Source: an optimization exercise on an open RTL-to-GDS flow (aim: small area and a short achievable clock period). Production flows keep margins and buffers that such runs may drop.
At most, simulation tests tie the RTL to the original design; equivalence was not proved.
Power and IR drop assume default switching activity.

==> flow/design.v <==
`timescale 1ns / 1ps
module BankRows(
		input [4:0] x,
		output [2:0] row0,
		output [2:0] row1,
		output [2:0] row2,
		output [2:0] row3
	);
	assign row0 = x[4:2] + {2'b00, x[1:0] == 2'd3};
	assign row1 = x[4:2];
	assign row2 = x[4:2] - {2'b00, x[1:0] == 2'd0};
	assign row3 = x[4:2] - {2'b00, ~x[1]};
endmodule
module AddImm(
		input [7:0] a,
		input [1:0] ic,
		output [7:0] y
	);
	reg [7:0] flip;
	integer k;
	always @(*) begin
		for (k = 0; k < 8; k = k + 1) begin
			case (ic)
				2'd0: flip[k] = 1'b0;
				2'd1: flip[k] = &(a | ~((8'd1 << k) - 8'd1));
				2'd2: flip[k] = (k == 0) ? 1'b0 : ~|(a & ((8'd1 << k) - 8'd2));
				default: flip[k] = ~|(a & ((8'd1 << k) - 8'd1));
			endcase
		end
	end
	assign y = a ^ flip;
endmodule
module BankSel(
		input [3:0] xh,
		input [3:0] ich,
		output [3:0] bank
	);
	genvar k;
	generate
		for (k = 0; k < 4; k = k + 1) begin : g_k
			assign bank[k] = (ich[0] & xh[k]) | (ich[1] & xh[(k + 3) % 4]) |
				(ich[2] & xh[(k + 2) % 4]) | (ich[3] & xh[(k + 1) % 4]);
		end
	endgenerate
endmodule
`timescale 1ns / 1ps
`timescale 1ns / 1ps
module Seg2 #(parameter [3:0] TABLE = 4'b0000) (
		input [1:0] x,
		output y
	);
	assign y = TABLE[x];
endmodule
module OpDecoder(
		input [1:0] op,
		output [6:0] seg
	);
	Seg2 #(4'b0101) s0(.x(op), .y(seg[0]));
	Seg2 #(4'b1001) s1(.x(op), .y(seg[1]));
	Seg2 #(4'b1101) s2(.x(op), .y(seg[2]));
	Seg2 #(4'b1110) s3(.x(op), .y(seg[3]));
	Seg2 #(4'b0011) s4(.x(op), .y(seg[4]));
	Seg2 #(4'b0111) s5(.x(op), .y(seg[5]));
	Seg2 #(4'b0101) s6(.x(op), .y(seg[6]));
endmodule
`timescale 1ns / 1ps
module HexDecoder(
		input [3:0] bcd,
		output [6:0] seg
	);
	assign seg = bcd == 4'd0 ? 7'b0111111 :
		bcd == 4'd1 ? 7'b0000110 :
		bcd == 4'd2 ? 7'b1011011 :
		bcd == 4'd3 ? 7'b1001111 :
		bcd == 4'd4 ? 7'b1100110 :
		bcd == 4'd5 ? 7'b1101101 :
		bcd == 4'd6 ? 7'b1111101 :
		bcd == 4'd7 ? 7'b0000111 :
		bcd == 4'd8 ? 7'b1111111 :
		bcd == 4'd9 ? 7'b1101111 :
		bcd == 4'd10 ? 7'b1110111 :
		bcd == 4'd11 ? 7'b1111100 :
		bcd == 4'd12 ? 7'b0111001 :
		bcd == 4'd13 ? 7'b1011110 :
		bcd == 4'd14 ? 7'b1111001 :
		7'b1110001;
endmodule
module HexDecoder2(
		input [1:0] bcd,
		output reg [6:0] seg
	);
	always @(*) begin
		case (bcd)
			2'd0: seg = 7'b0111111;
			2'd1: seg = 7'b0000110;
			2'd2: seg = 7'b1011011;
			default: seg = 7'b1001111;
		endcase
	end
endmodule
`timescale 1ns / 1ps
module Sel4 #(parameter W = 8) (
		input [3:0] sel,
		input [W-1:0] d0,
		input [W-1:0] d1,
		input [W-1:0] d2,
		input [W-1:0] d3,
		output [W-1:0] y
	);
	assign y = ({W{sel[0]}} & d0) | ({W{sel[1]}} & d1) | ({W{sel[2]}} & d2) | ({W{sel[3]}} & d3);
endmodule
module Dec2(
		input [1:0] x,
		output [3:0] y
	);
	assign y = 4'b0001 << x;
endmodule
module NextVal(
		input ld,
		input [7:0] ldata,
		input sel_alt,
		input [7:0] alt,
		input [7:0] hold,
		output [7:0] next
	);
	assign next = ld ? ldata : sel_alt ? alt : hold;
endmodule
`timescale 1ns / 1ps
module RowDec(
		input [2:0] row,
		output [7:0] y
	);
	assign y = 8'b00000001 << row;
endmodule
module BankRead(
		input [7:0] rsel,
		input [63:0] bytes,
		output [7:0] data
	);
	reg [7:0] y;
	integer r;
	always @(*) begin
		y = 8'd0;
		for (r = 0; r < 8; r = r + 1)
			y = y | ({8{rsel[r]}} & bytes[r * 8 +: 8]);
	end
	assign data = y;
endmodule
`timescale 1ns / 1ps
module Microprocessor(
		input clk,
		input reset,
		input [7:0] instruction,
		output reg [7:0] pc,
		output [6:0] display_low,
		output [6:0] display_high,
		output [6:0] display_op,
		output [6:0] display_rs,
		output [6:0] display_rt,
		output [6:0] display_rd,
		output [4:0] display_pc
	);
	wire [1:0] op = instruction[7:6];
	wire [1:0] rs = instruction[5:4];
	wire [1:0] rt = instruction[3:2];
	wire [1:0] rd = instruction[1:0];
	wire [1:0] ic = instruction[1:0];
	wire [7:0] imm = {{7{instruction[1]}}, instruction[0]};
	wire is_add   = op == 2'b00;
	wire is_load  = op == 2'b01;
	wire is_store = op == 2'b10;
	wire is_jump  = op == 2'b11;
	reg [7:0] R [0:3];
	reg [7:0] M [0:31];
	reg [7:0] disp;
	wire [3:0] rs_oh, rt_oh;
	Dec2 dec_rs(.x(rs), .y(rs_oh));
	Dec2 dec_rt(.x(rt), .y(rt_oh));
	wire [7:0] a, b;
	Sel4 #(8) read_a(.sel(rs_oh), .d0(R[0]), .d1(R[1]), .d2(R[2]), .d3(R[3]), .y(a));
	Sel4 #(8) read_b(.sel(rt_oh), .d0(R[0]), .d1(R[1]), .d2(R[2]), .d3(R[3]), .y(b));
	wire [7:0] sum = a + b;
	wire [7:0] ea;
	AddImm add_imm(.a(a), .ic(ic), .y(ea));
	wire [2:0] rows [0:3][0:3];
	genvar g, h;
	generate
		for (g = 0; g < 4; g = g + 1) begin : g_rows
			BankRows bank_rows(.x(R[g][4:0]), .row0(rows[g][0]), .row1(rows[g][1]),
				.row2(rows[g][2]), .row3(rows[g][3]));
		end
	endgenerate
	wire [3:0] ic_oh;
	Dec2 dec_ic(.x(ic), .y(ic_oh));
	wire [3:0] a_oh;
	Dec2 dec_a(.x(a[1:0]), .y(a_oh));
	wire [3:0] bank;
	BankSel bank_sel(.xh(a_oh), .ich(ic_oh), .bank(bank));
	wire [31:0] we;
	wire [7:0] bword [0:3];
	generate
		for (h = 0; h < 4; h = h + 1) begin : g_bank
			wire [2:0] row;
			Sel4 #(3) row_sel(.sel(rs_oh), .d0(rows[0][h]), .d1(rows[1][h]), .d2(rows[2][h]),
				.d3(rows[3][h]), .y(row));
			wire [7:0] row_oh;
			RowDec row_dec(.row(row), .y(row_oh));
			wire [63:0] bytes;
			for (g = 0; g < 8; g = g + 1) begin : g_byte
				assign bytes[g * 8 +: 8] = M[g * 4 + h];
				assign we[g * 4 + h] = is_store & bank[h] & row_oh[g];
			end
			BankRead bank_read(.rsel(row_oh), .bytes(bytes), .data(bword[h]));
		end
	endgenerate
	wire [7:0] mdata;
	Sel4 #(8) data_sel(.sel(bank), .d0(bword[0]), .d1(bword[1]), .d2(bword[2]), .d3(bword[3]),
		.y(mdata));
	wire [7:0] rnext [0:3];
	wire [7:0] dnext;
	generate
		for (g = 0; g < 4; g = g + 1) begin : g_rnext
			NextVal next_r(.ld(is_load & rt_oh[g]), .ldata(mdata),
				.sel_alt(is_add & (rd == g)), .alt(sum), .hold(R[g]), .next(rnext[g]));
		end
	endgenerate
	NextVal next_d(.ld(is_load), .ldata(mdata), .sel_alt(is_store), .alt(ea), .hold(sum), .next(dnext));
	always @(posedge reset or posedge clk) begin
		if (reset) begin
			R[0] <= 8'd0;
			R[1] <= 8'd0;
			R[2] <= 8'd0;
			R[3] <= 8'd0;
		end else begin
			R[0] <= rnext[0];
			R[1] <= rnext[1];
			R[2] <= rnext[2];
			R[3] <= rnext[3];
		end
	end
	integer i;
	always @(posedge reset or posedge clk) begin
		if (reset) begin
			for (i = 0; i < 16; i = i + 1) begin
				M[i] <= i;
				M[i + 16] <= -i;
			end
		end else begin
			for (i = 0; i < 32; i = i + 1)
				if (we[i])
					M[i] <= b;
		end
	end
	always @(posedge reset or posedge clk) begin
		if (reset) begin
			pc <= 8'd0;
			disp <= 8'd0;
		end else begin
			pc <= pc + (is_jump ? imm + 8'd1 : 8'd1);
			disp <= dnext;
		end
	end
	assign display_pc = pc[4:0];
	HexDecoder d_low(.bcd(disp[3:0]), .seg(display_low));
	HexDecoder d_high(.bcd(disp[7:4]), .seg(display_high));
	HexDecoder2 d_rs(.bcd(rs), .seg(display_rs));
	HexDecoder2 d_rt(.bcd(rt), .seg(display_rt));
	HexDecoder2 d_rd(.bcd(rd), .seg(display_rd));
	OpDecoder d_op(.op(op), .seg(display_op));
endmodule
==> flow/config.mk <==
export PLATFORM = sky130hd
export DESIGN_NAME = Microprocessor
export DESIGN_NICKNAME = Microprocessor
export VERILOG_FILES = /design/flow/design.v
export SDC_FILE = /design/flow/constraint.sdc
export NUM_CORES = 4
export LEC_CHECK = 0
export CAP_MARGIN = 20
export CORE_MARGIN = 2
export CORE_UTILIZATION = 40
export CTS_CLUSTER_DIAMETER = 60
export CTS_CLUSTER_SIZE = 30
export SETUP_SLACK_MARGIN = 3.0
export SLEW_MARGIN = 20
export SYNTH_HIERARCHICAL = 1
export SYNTH_MINIMUM_KEEP_SIZE = 0
export TNS_END_PERCENT = 0
==> flow/constraint.sdc <==
create_clock -name core_clock -period 5.5 [get_ports {clk}]
set_input_delay 1.1000 -clock core_clock [delete_from_list [all_inputs] [get_ports {clk}]]
set_output_delay 1.1000 -clock core_clock [all_outputs]
set_load 0.01 [all_outputs]
standard.sh (not shown) runs the stock make flow with config.mk's settings and CLKGATE_MAP_FILE= SYNTH_SCRIPT=/design/flow/synth_recipe.tcl, a recipe that flattens the netlist after the stock synthesis.
==> flow/flow/run.sh <==
#!/bin/bash
# Standard layout, with the port buffers made of buf_1 cells instead of the
# cell buffer_ports picks by itself.
set -euo pipefail
export BUFFER_PORTS_ARGS="-buffer_cell sky130_fd_sc_hd__buf_1"
bash standard.sh > standard_make.log 2>&1
Change:
--- a/flow/design.v
+++ b/flow/design.v
@@ -123,7 +123,8 @@
 		input [7:0] hold,
 		output [7:0] next
 	);
-	assign next = ld ? ldata : sel_alt ? alt : hold;
+	wire keep = ~(ld | sel_alt);
+	assign next = ({8{ld}} & ldata) | ({8{sel_alt}} & alt) | ({8{keep}} & hold);
 endmodule
 `timescale 1ns / 1ps
 module RowDec(
The new run passed the timing, design-rule and antenna checks.
Setup slack loses 0.25 ns.
Total power climbs by 1.8%.
Wire length grows by 1.3%.
Synthesized cell count falls by 2.4%.
Design area decreases by 2.7%.
Die area went down by 0.43%.
Register-to-register slack loses 0.25 ns.
Maximum frequency is lower by 7.7%.
Via count went down by 1.4%.
Global-route usage rises by 0.40 points.
Core utilization went down by 1.2 points.
Function not checked in the second run of this note: the RTL went through the layout flow alone.

static timing again, ports no longer ideal:
In the flow no input, the clock included, has a driving cell. The finished layouts below were timed again as built, in two steps.
Step 1: set_driving_cell puts a clkbuf_16 on clk and a buf_2 on each other input, an assumption about the parent block.
Step 2, shift: input delay + t, output delay - t, t = (earliest + latest rising clock arrival at the registers) / 2. This alone moves slack from input paths to output paths.
Slacks: ideal ports / drivers / drivers and shift; pairs: ideal ports / drivers.
| run | shift t [ns] | setup WS [ns] | worst setup path after step 2 | clock arrival spread, ns | worst data-port slew with drivers (ns) |
|---|---|---|---|---|---|
| the first run | 0.615 | 2.465 / 2.488 / 1.876 | input to register | 0.017 / 0.017 | 0.05 |
| the second run | 0.631 | 2.210 / 2.235 / 1.614 | input to register | 0.022 / 0.021 | 0.03 |
After both steps setup and hold are still met in every run listed. The setup slack of the second run, which loses most, moves by +0.025 ns with the drivers and by -0.596 ns with both steps.
